What follows belongs to an exercise in optimizing a design on an open flow for small area; a production flow would make more cautious choices. Function was checked by simulation only, so behaviour that the tests miss may differ from the original. Power figures rest on the tool's default switching activity, not on a simulated workload.

### flow/config.mk
export PLATFORM = sky130hd
export DESIGN_NAME = stopwatch
export DESIGN_NICKNAME = stopwatch
export VERILOG_FILES = /design/flow/design.v
export SDC_FILE = /design/flow/constraint.sdc
export NUM_CORES = 4
export LEC_CHECK = 0
export ABC_AREA = 1
export CAP_MARGIN = 20
export CORE_MARGIN = 2
export CORE_UTILIZATION = 40
export CTS_BUF_LIST = sky130_fd_sc_hd__clkbuf_4
export CTS_CLUSTER_SIZE = 20
export SLEW_MARGIN = 20
### flow/flow/run.sh
#!/bin/bash
# Own layout flow: the standard ORFS flow (the standard.sh), with three changes:
#  1. synthesis maps the logic with an area-oriented ABC recipe (flow/abc_area.script, used
#     through ABC_AREA=1 from a copy of ORFS's scripts folder); the rest of the synthesis
#     script is ORFS's own, so registers keep their names and cell types;
#  2. synthesis does not extract half/full adders (ADDER_MAP_FILE empty), so ABC maps all logic;
#  3. ports are buffered with sky130_fd_sc_hd__buf_1 instead of the cell buffer_ports picks.
# Each step's full output goes to its own log file in the work folder.
set -euo pipefail
W=$(pwd)
rm -rf "$W/scripts_mod"
cp -r "$FLOW_HOME/scripts" "$W/scripts_mod"
cp "$W/flow/abc_area.script" "$W/scripts_mod/abc_area.script"
SCRIPTS_DIR="$W/scripts_mod" ADDER_MAP_FILE= bash standard.sh synth > "$W/flow_synth.log" 2>&1
BUFFER_PORTS_ARGS="-buffer_cell sky130_fd_sc_hd__buf_1" bash standard.sh > "$W/flow_layout.log" 2>&1
### flow/design.v
module stopwatch(input CLOCK, input rst, input tick, input SW1, SW0, SW2, SW3, SW4, input [3:0] layer, input [31:0] x, y, output [15:0] oled_data);
    reg [2:0] t;
    reg [3:0] u;
    reg [5:0] cnt;
    reg g;
    reg r;
    reg b;
    reg [2:0] m;
    wire n0, n1, n2, n3, n4, n5, n6, n7, n8, n9, n10, n11, n12, n13, n14, n15, n16, n17, n18, n19, n20, n21, n22, n23, n24, n25, n26, n27, n28, n29, n30, n31, n32, n33, n34, n35, n36, n37, n38, n39, n40, n41, n42, n43, n44, n45, n46, n47, n48, n49, n50, n51, n52, n53, n54, n55, n56, n57, n58, n59, n60, n61, n62, n63, n64, n65, n66, n67, n68, n69, n70, n71, n72, n73, n74, n75, n76, n77, n78, n79, n80, n81, n82, n83, n84, n85, n86, n87, n88, n89, n90, n91, n92, n93, n94, n95, n96, n97, n98, n99, n100, n101, n102, n103, n104, n105, n106, n107, n108, n109, n110, n111, n112, n113, n114, n115, n116, n117, n118, n119, n120, n121, n122, n123, n124, n125, n126, n127, n128, n129, n130, n131, n132, n133, n134, n135, n136, n137, n138, n139, n140, n141, n142, n143, n144, n145, n146, n147, n148, n149, n150, n151, n152, n153, n154, n155, n156, n157, n158, n159, n160, n161, n162, n163, n164, n165, n166, n167, n168, n169, n170, n171, n172, n173, n174, n175, n176, n177, n178, n179, n180, n181, n182, n183, n184, n185, n186, n187, n188, n189, n190, n191, n192, n193, n194, n195, n196, n197, n198, n199, n200, n201, n202, n203, n204, n205, n206, n207, n208, n209, n210, n211, n212, n213, n214, n215, n216, n217, n218, n219, n220, n221, n222, n223, n224, n225, n226, n227, n228, n229, n230, n231, n232, n233, n234, n235, n236, n237, n238, n239, n240, n241, n242, n243, n244, n245, n246, n247, n248, n249, n250, n251, n252, n253, n254, n255, n256, n257, n258, n259, n260, n261, n262, n263, n264, n265, n266, n267, n268, n269, n270, n271, n272, n273, n274, n275, n276, n277, n278, n279, n280, n281, n282, n283, n284, n285, n286, n287, n288, n289, n290, n291, n292, n293, n294, n295, n296, n297, n298, n299, n300, n301, n302, n303, n304, n305, n306, n307, n308, n309, n310, n311, n312, n313, n314, n315, n316, n317, n318, n319, n320, n321, n322;
    assign n0 = layer[0] & ~layer[1];
    assign n1 = layer[2] & ~layer[3];
    assign n2 = n0 & n1;
    assign n3 = tick & n2;
    assign n4 = SW0 & n3;
    assign n5 = cnt[0] & cnt[5];
    assign n6 = cnt[1] & cnt[2];
    assign n7 = n5 & n6;
    assign n8 = ~m[2] & n7;
    assign n9 = n4 & n8;
    assign n10 = u[0] & n9;
    assign n11 = u[3] & n10;
    assign n12 = t[0] & n11;
    assign n13 = SW1 & n3;
    assign n14 = ~rst & ~n13;
    assign n15 = ~t[0] & ~n11;
    assign n16 = n14 & ~n15;
    assign n17 = ~n12 & n16;
    assign n18 = t[1] & n12;
    assign n19 = n14 & ~n18;
    assign n20 = ~t[1] & ~n12;
    assign n21 = t[2] & n12;
    assign n22 = ~n20 & ~n21;
    assign n23 = n19 & n22;
    assign n24 = t[2] & ~n12;
    assign n25 = ~n18 & ~n24;
    assign n26 = n14 & ~n25;
    assign n27 = ~u[0] & ~n9;
    assign n28 = ~n10 & n14;
    assign n29 = ~n27 & n28;
    assign n30 = ~n11 & n14;
    assign n31 = u[1] & n10;
    assign n32 = ~u[1] & ~n10;
    assign n33 = ~n31 & ~n32;
    assign n34 = n30 & n33;
    assign n35 = ~u[2] & ~n31;
    assign n36 = u[2] & n31;
    assign n37 = n14 & ~n36;
    assign n38 = ~n35 & n37;
    assign n39 = u[3] & ~n10;
    assign n40 = ~n36 & ~n39;
    assign n41 = n14 & ~n40;
    assign n42 = ~n4 & n14;
    assign n43 = cnt[0] & n42;
    assign n44 = ~cnt[0] & ~cnt[5];
    assign n45 = ~n5 & ~n44;
    assign n46 = n4 & ~n7;
    assign n47 = n14 & n46;
    assign n48 = ~n45 & n47;
    assign n49 = ~(~n43 & ~n48);
    assign n50 = cnt[0] & n47;
    assign n51 = cnt[1] & n42;
    assign n52 = ~(~n50 & ~n51);
    assign n53 = cnt[1] & n47;
    assign n54 = cnt[2] & n42;
    assign n55 = ~(~n53 & ~n54);
    assign n56 = cnt[2] & n47;
    assign n57 = cnt[3] & n42;
    assign n58 = ~(~n56 & ~n57);
    assign n59 = cnt[3] & n47;
    assign n60 = cnt[4] & n42;
    assign n61 = ~(~n59 & ~n60);
    assign n62 = cnt[4] & n47;
    assign n63 = cnt[5] & n42;
    assign n64 = ~(~n62 & ~n63);
    assign n65 = SW2 & n2;
    assign n66 = SW3 & n2;
    assign n67 = ~n65 & ~n66;
    assign n68 = y[3] & y[5];
    assign n69 = x[1] & ~x[2];
    assign n70 = ~x[1] & x[2];
    assign n71 = ~n69 & ~n70;
    assign n72 = ~x[1] & ~x[4];
    assign n73 = x[1] & x[4];
    assign n74 = ~n72 & ~n73;
    assign n75 = ~n71 & n74;
    assign n76 = ~x[3] & ~n74;
    assign n77 = ~n75 & ~n76;
    assign n78 = ~y[2] & y[3];
    assign n79 = ~y[1] & n78;
    assign n80 = y[2] & ~y[3];
    assign n81 = ~n79 & ~n80;
    assign n82 = x[2] & x[3];
    assign n83 = ~x[5] & ~n82;
    assign n84 = x[5] & n82;
    assign n85 = ~n83 & ~n84;
    assign n86 = u[1] & ~n85;
    assign n87 = x[4] & ~x[5];
    assign n88 = ~x[4] & x[5];
    assign n89 = ~n87 & ~n88;
    assign n90 = m[1] & ~n89;
    assign n91 = x[4] & ~n82;
    assign n92 = t[1] & n91;
    assign n93 = ~n90 & ~n92;
    assign n94 = ~n86 & n93;
    assign n95 = ~x[2] & ~y[3];
    assign n96 = x[2] & y[3];
    assign n97 = ~n95 & ~n96;
    assign n98 = ~y[1] & ~n74;
    assign n99 = ~n97 & n98;
    assign n100 = ~n94 & n99;
    assign n101 = n81 & ~n100;
    assign n102 = n77 & ~n101;
    assign n103 = ~y[2] & n82;
    assign n104 = u[3] & ~n85;
    assign n105 = ~n103 & n104;
    assign n106 = n94 & ~n105;
    assign n107 = u[0] & ~n85;
    assign n108 = m[0] & ~n89;
    assign n109 = t[0] & n91;
    assign n110 = ~n108 & ~n109;
    assign n111 = ~n107 & n110;
    assign n112 = ~n77 & n111;
    assign n113 = n106 & ~n112;
    assign n114 = n101 & ~n113;
    assign n115 = ~x[2] & ~x[3];
    assign n116 = ~n82 & ~n115;
    assign n117 = y[1] & n78;
    assign n118 = ~n116 & n117;
    assign n119 = ~n75 & ~n80;
    assign n120 = ~n118 & n119;
    assign n121 = ~n111 & n120;
    assign n122 = ~n114 & ~n121;
    assign n123 = ~n102 & n122;
    assign n124 = ~n111 & n116;
    assign n125 = ~y[3] & n116;
    assign n126 = ~y[2] & ~n125;
    assign n127 = ~n124 & ~n126;
    assign n128 = ~y[1] & ~n125;
    assign n129 = ~y[2] & ~n128;
    assign n130 = ~y[1] & y[3];
    assign n131 = y[2] & n130;
    assign n132 = n77 & ~n131;
    assign n133 = ~n129 & n132;
    assign n134 = y[1] & y[2];
    assign n135 = ~n79 & ~n134;
    assign n136 = ~n77 & n135;
    assign n137 = ~n106 & ~n136;
    assign n138 = ~n133 & n137;
    assign n139 = ~n127 & n138;
    assign n140 = u[2] & ~n85;
    assign n141 = m[2] & ~n89;
    assign n142 = t[2] & n91;
    assign n143 = ~n141 & ~n142;
    assign n144 = ~n140 & n143;
    assign n145 = ~n139 & n144;
    assign n146 = ~n123 & n145;
    assign n147 = ~n104 & n116;
    assign n148 = ~y[3] & ~n147;
    assign n149 = ~n111 & ~n148;
    assign n150 = n94 & ~n149;
    assign n151 = ~n94 & ~n111;
    assign n152 = y[3] & n116;
    assign n153 = n81 & ~n152;
    assign n154 = ~y[1] & ~y[2];
    assign n155 = n152 & n154;
    assign n156 = n77 & ~n155;
    assign n157 = ~n153 & n156;
    assign n158 = ~n144 & n157;
    assign n159 = ~n151 & ~n158;
    assign n160 = ~n150 & n159;
    assign n161 = ~n136 & n160;
    assign n162 = y[3] & ~n116;
    assign n163 = n77 & n162;
    assign n164 = ~n74 & n116;
    assign n165 = ~n154 & ~n164;
    assign n166 = ~n79 & ~n165;
    assign n167 = n111 & n166;
    assign n168 = ~n163 & ~n167;
    assign n169 = n94 & ~n168;
    assign n170 = n130 & ~n165;
    assign n171 = ~y[3] & n75;
    assign n172 = ~n170 & ~n171;
    assign n173 = n151 & ~n172;
    assign n174 = ~n144 & ~n173;
    assign n175 = ~n169 & n174;
    assign n176 = ~n161 & n175;
    assign n177 = ~n146 & ~n176;
    assign n178 = ~n111 & ~n116;
    assign n179 = n106 & n178;
    assign n180 = ~n160 & ~n179;
    assign n181 = n80 & ~n180;
    assign n182 = n78 & n121;
    assign n183 = ~n75 & ~n105;
    assign n184 = ~n182 & n183;
    assign n185 = n138 & ~n184;
    assign n186 = ~n181 & ~n185;
    assign n187 = ~n177 & n186;
    assign n188 = ~x[4] & x[6];
    assign n189 = ~x[5] & n188;
    assign n190 = ~x[6] & ~n83;
    assign n191 = ~n189 & ~n190;
    assign n192 = x[3] & ~n71;
    assign n193 = ~y[4] & ~n134;
    assign n194 = ~y[3] & ~n193;
    assign n195 = x[3] & ~x[4];
    assign n196 = ~y[4] & ~y[5];
    assign n197 = ~n195 & ~n196;
    assign n198 = ~n194 & n197;
    assign n199 = ~n192 & n198;
    assign n200 = ~n191 & n199;
    assign n201 = ~n187 & n200;
    assign n202 = ~x[1] & x[3];
    assign n203 = x[1] & ~x[3];
    assign n204 = ~n202 & ~n203;
    assign n205 = ~y[0] & ~y[1];
    assign n206 = y[2] & ~n205;
    assign n207 = ~x[0] & y[3];
    assign n208 = ~n206 & n207;
    assign n209 = ~n204 & n208;
    assign n210 = x[3] & n117;
    assign n211 = ~y[0] & ~n210;
    assign n212 = y[0] & ~n134;
    assign n213 = ~n131 & n212;
    assign n214 = ~n211 & ~n213;
    assign n215 = ~n209 & ~n214;
    assign n216 = ~x[0] & ~x[1];
    assign n217 = n152 & ~n204;
    assign n218 = x[0] & n217;
    assign n219 = ~x[2] & ~y[2];
    assign n220 = x[3] & ~n219;
    assign n221 = ~n218 & ~n220;
    assign n222 = ~x[1] & ~y[3];
    assign n223 = ~n221 & ~n222;
    assign n224 = ~y[1] & ~n223;
    assign n225 = n216 & ~n224;
    assign n226 = x[0] & n69;
    assign n227 = ~n70 & ~n226;
    assign n228 = ~x[3] & ~n227;
    assign n229 = ~n134 & ~n205;
    assign n230 = y[3] & ~n229;
    assign n231 = x[1] & n82;
    assign n232 = n230 & ~n231;
    assign n233 = ~n219 & ~n232;
    assign n234 = ~n228 & n233;
    assign n235 = ~n225 & n234;
    assign n236 = n188 & ~n235;
    assign n237 = y[0] & y[1];
    assign n238 = ~n205 & ~n237;
    assign n239 = n223 & ~n238;
    assign n240 = ~x[2] & x[3];
    assign n241 = ~n225 & n240;
    assign n242 = ~n239 & ~n241;
    assign n243 = ~x[6] & n87;
    assign n244 = ~n242 & n243;
    assign n245 = ~n236 & ~n244;
    assign n246 = ~n215 & ~n245;
    assign n247 = ~n192 & ~n230;
    assign n248 = ~y[5] & ~n117;
    assign n249 = n238 & ~n248;
    assign n250 = y[0] & n134;
    assign n251 = y[3] & y[4];
    assign n252 = ~n250 & ~n251;
    assign n253 = ~n249 & n252;
    assign n254 = ~n247 & ~n253;
    assign n255 = ~x[4] & ~n206;
    assign n256 = ~n116 & n238;
    assign n257 = ~y[0] & n154;
    assign n258 = ~n256 & ~n257;
    assign n259 = ~n255 & n258;
    assign n260 = ~n216 & ~n259;
    assign n261 = ~n202 & ~n260;
    assign n262 = ~x[0] & n70;
    assign n263 = ~n226 & ~n262;
    assign n264 = ~n82 & n263;
    assign n265 = n214 & n264;
    assign n266 = n261 & n265;
    assign n267 = ~n254 & ~n266;
    assign n268 = ~x[4] & ~n267;
    assign n269 = n154 & n231;
    assign n270 = ~x[2] & n195;
    assign n271 = ~n269 & ~n270;
    assign n272 = ~n261 & n271;
    assign n273 = n208 & ~n272;
    assign n274 = x[0] & ~n82;
    assign n275 = ~n259 & n274;
    assign n276 = ~x[0] & n231;
    assign n277 = ~y[3] & ~n82;
    assign n278 = ~n216 & n277;
    assign n279 = n237 & ~n278;
    assign n280 = ~n276 & ~n279;
    assign n281 = ~n275 & n280;
    assign n282 = ~n214 & ~n217;
    assign n283 = x[4] & ~n282;
    assign n284 = ~n281 & n283;
    assign n285 = ~n273 & ~n284;
    assign n286 = ~n268 & n285;
    assign n287 = x[5] & ~n286;
    assign n288 = ~n246 & ~n287;
    assign n289 = ~y[2] & y[4];
    assign n290 = ~n237 & n289;
    assign n291 = x[3] & x[5];
    assign n292 = ~n206 & n291;
    assign n293 = ~n290 & n292;
    assign n294 = ~n263 & n293;
    assign n295 = ~n196 & ~n294;
    assign n296 = ~n288 & ~n295;
    assign n297 = ~n201 & ~n296;
    assign n298 = ~n68 & ~n297;
    assign n299 = ~SW3 & SW4;
    assign n300 = n2 & n299;
    assign n301 = ~rst & ~n300;
    assign n302 = n298 & n301;
    assign n303 = n67 & ~n302;
    assign n304 = ~rst & ~n298;
    assign n305 = ~n67 & ~n304;
    assign n306 = ~n303 & ~n305;
    assign n307 = ~rst & n65;
    assign n308 = n300 & n304;
    assign n309 = ~n302 & ~n308;
    assign n310 = ~n66 & ~n309;
    assign n311 = ~(~n307 & ~n310);
    assign n312 = ~n65 & ~n309;
    assign n313 = ~m[0] & ~n21;
    assign n314 = m[0] & n21;
    assign n315 = n14 & ~n314;
    assign n316 = ~n313 & n315;
    assign n317 = ~m[1] & ~n314;
    assign n318 = m[1] & n314;
    assign n319 = n14 & ~n318;
    assign n320 = ~n317 & n319;
    assign n321 = ~m[2] & ~n318;
    assign n322 = n14 & ~n321;
    assign oled_data[0] = b;
    assign oled_data[1] = b;
    assign oled_data[2] = b;
    assign oled_data[3] = b;
    assign oled_data[4] = b;
    assign oled_data[5] = g;
    assign oled_data[6] = g;
    assign oled_data[7] = g;
    assign oled_data[8] = g;
    assign oled_data[9] = g;
    assign oled_data[10] = g;
    assign oled_data[11] = r;
    assign oled_data[12] = r;
    assign oled_data[13] = r;
    assign oled_data[14] = r;
    assign oled_data[15] = r;
    always @(posedge CLOCK) begin
        t[0] <= n17;
        t[1] <= n23;
        t[2] <= n26;
        u[0] <= n29;
        u[1] <= n34;
        u[2] <= n38;
        u[3] <= n41;
        cnt[0] <= n49;
        cnt[1] <= n52;
        cnt[2] <= n55;
        cnt[3] <= n58;
        cnt[4] <= n61;
        cnt[5] <= n64;
        g <= n306;
        r <= n311;
        b <= n312;
        m[0] <= n316;
        m[1] <= n320;
        m[2] <= n322;
    end
endmodule
### flow/flow/abc_area.script
strash
dc2
balance
rewrite
refactor
balance
rewrite
rewrite -z
balance
refactor -z
rewrite -z
balance
dc2
balance -l
resub -K 6 -l
rewrite -l
resub -K 6 -N 2 -l
refactor -l
resub -K 8 -l
balance -l
resub -K 8 -N 2 -l
rewrite -l
resub -K 10 -l
rewrite -z -l
resub -K 10 -N 2 -l
balance -l
resub -K 12 -l
refactor -z -l
resub -K 12 -N 2 -l
rewrite -z -l
balance -l
balance
rewrite
refactor
balance
rewrite
rewrite -z
balance
refactor -z
rewrite -z
balance
balance -l
resub -K 6 -l
rewrite -l
resub -K 6 -N 2 -l
refactor -l
resub -K 8 -l
balance -l
resub -K 8 -N 2 -l
rewrite -l
resub -K 10 -l
rewrite -z -l
resub -K 10 -N 2 -l
balance -l
resub -K 12 -l
refactor -z -l
resub -K 12 -N 2 -l
rewrite -z -l
balance -l
&get -n
&dch -f
&nf -p -a -R 1000
&put
topo
### flow/constraint.sdc
create_clock -name core_clock -period 10.0 [get_ports {CLOCK}]
set_input_delay 2.0000 -clock core_clock [delete_from_list [all_inputs] [get_ports {CLOCK}]]
set_output_delay 2.0000 -clock core_clock [all_outputs]
set_load 0.01 [all_outputs]
### flow/standard.sh
#!/bin/bash
# synth_recipe.tcl (not shown) runs the flow's synth.tcl, then flattens the netlist and writes it again
# the make line also repeats each setting of config.mk as NAME=value (left out here)
make -C /OpenROAD-flow-scripts/flow DESIGN_CONFIG=/design/flow/config.mk WORK_HOME=/design/flow/orfs CLKGATE_MAP_FILE= SYNTH_SCRIPT=/design/flow/synth_recipe.tcl "${@:-finish}"
==> metrics.log <==
[metrics] CP top delay family: compound AO/OA/AOI/OAI gates
[metrics] cells taking the most area after synthesis: sky130_fd_sc_hd__dfxtp_1 24%, sky130_fd_sc_hd__buf_4 7.7%, sky130_fd_sc_hd__nand2_1 6.8%
[metrics] netlist area before placement: 1560 um^2
[metrics] hold-fix buffers at CTS: 0
[metrics] final hold slack: 0.496 ns
[metrics] switching part of the total power: 33.9%
[metrics] Via Count: 1695
[metrics] max_slew headroom: 32.2%
[metrics] final-layout setup total negative slack: 0 ns
[metrics] Mapped Cells: 219
[metrics] num rows: 22
[metrics] total power after layout: 162 uW
[metrics] Net count, final: 324
[metrics] Period Utilization, post-route: 55.7%
[metrics] top library cells by usage in the layout, fill and taps aside: 40 x sky130_fd_sc_hd__buf_1, 28 x sky130_fd_sc_hd__nand2_1, 27 x sky130_fd_sc_hd__nor2_1
[metrics] Worst IR Drop VDD: 87.9 uV
[metrics] Flop pwr share: 47.4%
[metrics] unrepaired setup endpoints after global routing: false
[metrics] Final Hold Vio Count: 0
[metrics] startpoint type of the worst setup path: primary input
[metrics] f_max: 180 MHz
[metrics] Die Outline Area: 4400 um^2
[metrics] vias in the first global route: 1375
[metrics] CP Capture Type: flip-flop
[metrics] sequential cell area fraction in the yosys report: 24.5%
[metrics] final worst path period need: 5.57 ns
[metrics] Synth Register Bits: 19
[metrics] number of different library cells in the post-synthesis netlist: 44
[metrics] antenna cells: 0
[metrics] standby leakage power: 0.535 nW
[metrics] proportion of layout cells with a drive suffix above 1: 1.62%
[metrics] Data arrival, critical path: 5.79 ns
[metrics] clock transition at the register clock pins on the worst setup and hold paths after CTS: 0.12 ns
[metrics] Internal: 107 uW
[metrics] number of cells on the critical path: 16
[metrics] EDFF count, synth: 0
[metrics] slew of the pin with the lowest slew margin: 1.00 ns
[metrics] routed length per placed instance: 12.8 um
[metrics] total count of max-transition violations in the final report: 0
[metrics] portion of synthesized cell area occupied by the leading cell type: 24.5%
[metrics] number of DRC markers in iteration 0: 192
[metrics] cell with the biggest individual delay on the critical path: sky130_fd_sc_hd__a222oi_1
[metrics] Hold Startpoint: cnt[3]
[metrics] synthesized area divided by synthesized cell count: 7.10 um^2
[metrics] number of detailed-route iterations in the first pass: 5
[metrics] number of H-tree branching levels: 1
[metrics] asr flop ratio synth: 0%
[metrics] maximum number of pins on one net before global-route repair: 19
[metrics] global placer's final weighted congestion: 0.853
[metrics] total DRC errors in the routed layout: 0
[metrics] Clock Sinks: 19
[metrics] Clock Tree Root: sky130_fd_sc_hd__clkbuf_4
[metrics] fin util: 45.4%
[metrics] maxcap violations: 0
[metrics] drt total wl: 3760 um
[metrics] class of the tightest hold or removal check: reg2reg
[metrics] post-synth top area cell: sky130_fd_sc_hd__dfxtp_1
[metrics] GRT Overall Usage: 17.1%
[metrics] net switching power of the design: 55.0 uW
[metrics] Setup crit start: x[3]
[metrics] clock buffer count from CTS: 3
[metrics] Setup CP Type: in2reg
[metrics] most frequent standard cell in the layout excluding fill and tap cells: sky130_fd_sc_hd__buf_1
[metrics] commonest register cell after synthesis: sky130_fd_sc_hd__dfxtp_1
[metrics] number of antenna violations at the first check in global routing: 0
[metrics] slack of the worst reg-to-reg path: 6.70 ns
[metrics] number of placed I/O pins: 92
[metrics] Post-Syn Nets: 295
[metrics] count of buffer and inverter cells on the critical path: 1
[metrics] reg-to-reg critical path startpoint: u[0]
[metrics] worst r2r path cells: 13
[metrics] latest clock arrival within the worst-skew pair: 0.30 ns
[metrics] aggregate global routing overflow: 0
[metrics] half-perimeter wire length after placement: 2900 um
[metrics] number of synthesis warnings: 1
[metrics] TritonCTS clock tree: yes
[metrics] Post-CTS Resized: 0
[metrics] number of cells on the worst hold path: 1
[metrics] areal power density over the cells: 97.0 nW/um^2
[metrics] maximum net fanout on the critical path: 10
[metrics] clock share of power: 24.6%
[metrics] data required time of the critical path: 10.23 ns
[metrics] wire length of the first global-routing pass: 6090 um
[metrics] chain of cells forming the critical path: buf_1 > nand2_1 > xor2_1 > a222oi_1 > o21ai_0 > nand2_1 > a21oi_1 > a221o_1 > a221oi_1 > o21ai_0 > nand4_1 > a22oi_1 > or2_0 > o31ai_1 > nand2_1 > o21ai_0
[metrics] Final ANT Viol Nets: 0
[metrics] Port Buf Inserts: 40
[metrics] die outline width: 66.4 um
[metrics] count of buffers added by post-CTS timing repair for setup: 0
[metrics] vias per cell: 5.75
[metrics] Final setup violation count: 0
[metrics] final setup skew: 0.0121 ns
[metrics] initial core utilization: 42.2%
[metrics] outcome: no timing/DRC/antenna violations
[metrics] area inside the core boundary: 3690 um^2
[metrics] Clock Path Buffers: 2
[metrics] part of the total power dissipated in combinational logic: 28.0%
[metrics] biggest cell delay along the critical path: 0.87 ns
[metrics] Chip Height: 66.4 um
[metrics] area added between synthesis and finish: 7.72%
[layer usage]
layer | up-vias | GRT usage (%) | share of wire [%]
li1 | 868 | - | -
met1 | 771 | 25.2 | 48
met2 | 52 | 26.5 | 46
met3 | 4 | 3.07 | 4.9
met4 | 0 | 2.30 | 0.50
met5 | - | 0 | 0
[path summary, 6_finish.rpt]
path,end
worst max register to register,r
worst min register to register,cnt[3]
worst min-delay path,cnt[3]
worst max-delay path,r
[cell type report]
class	count	area, um^2
Clock buffer	3	22.5
Clock inverter	1	7.51
Fill cell	411	2010
Inverter	5	18.8
Multi-Input combinational cell	179	1040
Sequential cell	19	380
Tap cell	48	60.1
Timing Repair Buffer	40	150
[cell usage after synthesis (all sizes together), types with 2 or more instances]
master  number
a222oi       3
and2         3
a22o         6
dfxtp       19
xor2         5
o211ai       3
o31ai        2
a31oi        3
buf         16
a21oi       18
nand2b       4
nand3        6
o21ai       17
nor2b        4
nand2       28
nor2        27
o21a         3
a221oi       2
nor4b        3
mux2i        2
nor3         8
nor3b        2
o22ai        5
o22a         2
clkinv       5
nand4        2
xnor2        3
a22oi        2
[logic make-up after synthesis]
family          count (synthesis)  share of synthesized area, %
mux                             2                          1.29
simple gates                   92                          27.9
flops                          19                          24.5
compound gates                 77                          32.9
buf+inv                        21                          8.93
xor+xnor                        8                          4.51
[metrics by stage]
step / instances / cell area, um^2 / setup slack (ns)
final: 295 / 1680 / 4.43
after global routing: 295 / 1680 / 4.05
after CTS: 295 / 1680 / 4.53
after detailed placement: 291 / 1650 / 4.23
after global placement: 291 / 1650 / 4.22
after floorplan: 219 / 1560 / 5.29
[registers in the layout, summed over array words and instances, names as in the netlist]
register / count
cnt: 6
u: 4
m: 3
t: 3
b: 1
g: 1
r: 1
[power groups by stage]
| stage | Sequential (mW) | Combinational, mW | Clock, mW |
|---|---|---|---|
| after floorplan | 0.0787 | 0.0321 | 0 |
| after global placement | 0.0787 | 0.0453 | 0 |
| after detailed placement | 0.0788 | 0.0449 | 0 |
| after CTS | 0.0771 | 0.0451 | 0.0414 |
| after global routing | 0.0773 | 0.0511 | 0.0452 |
| final | 0.0770 | 0.0455 | 0.0399 |

-- re-timing with driven ports --
The results above use ideal ports. As a check the final layout listed here was re-extracted and re-timed, cells and wires unchanged.
Step 1 sets driving cells, clkbuf_16 on the clock port and buf_2 on the other inputs (assumed; they add their load-dependent delay and slew).
Step 2 also shifts input and output timing later by t, the mid clock arrival at the registers, as if the neighbouring blocks saw the same clock.
Slacks: no drivers / after step 1 / after step 2; pairs: no drivers / after step 1.
shift t [ns]: 0.316
setup slack, ns: 4.435 / 4.432 / 4.116
hold slack, ns: 0.496 / 0.496 / 0.496
slew at the worst register clock pin (ns): 0.12 / 0.12
After both steps setup and hold are still met in this run. For this run, drivers alone change the setup slack by -0.003 ns; drivers and shift together by -0.319 ns.
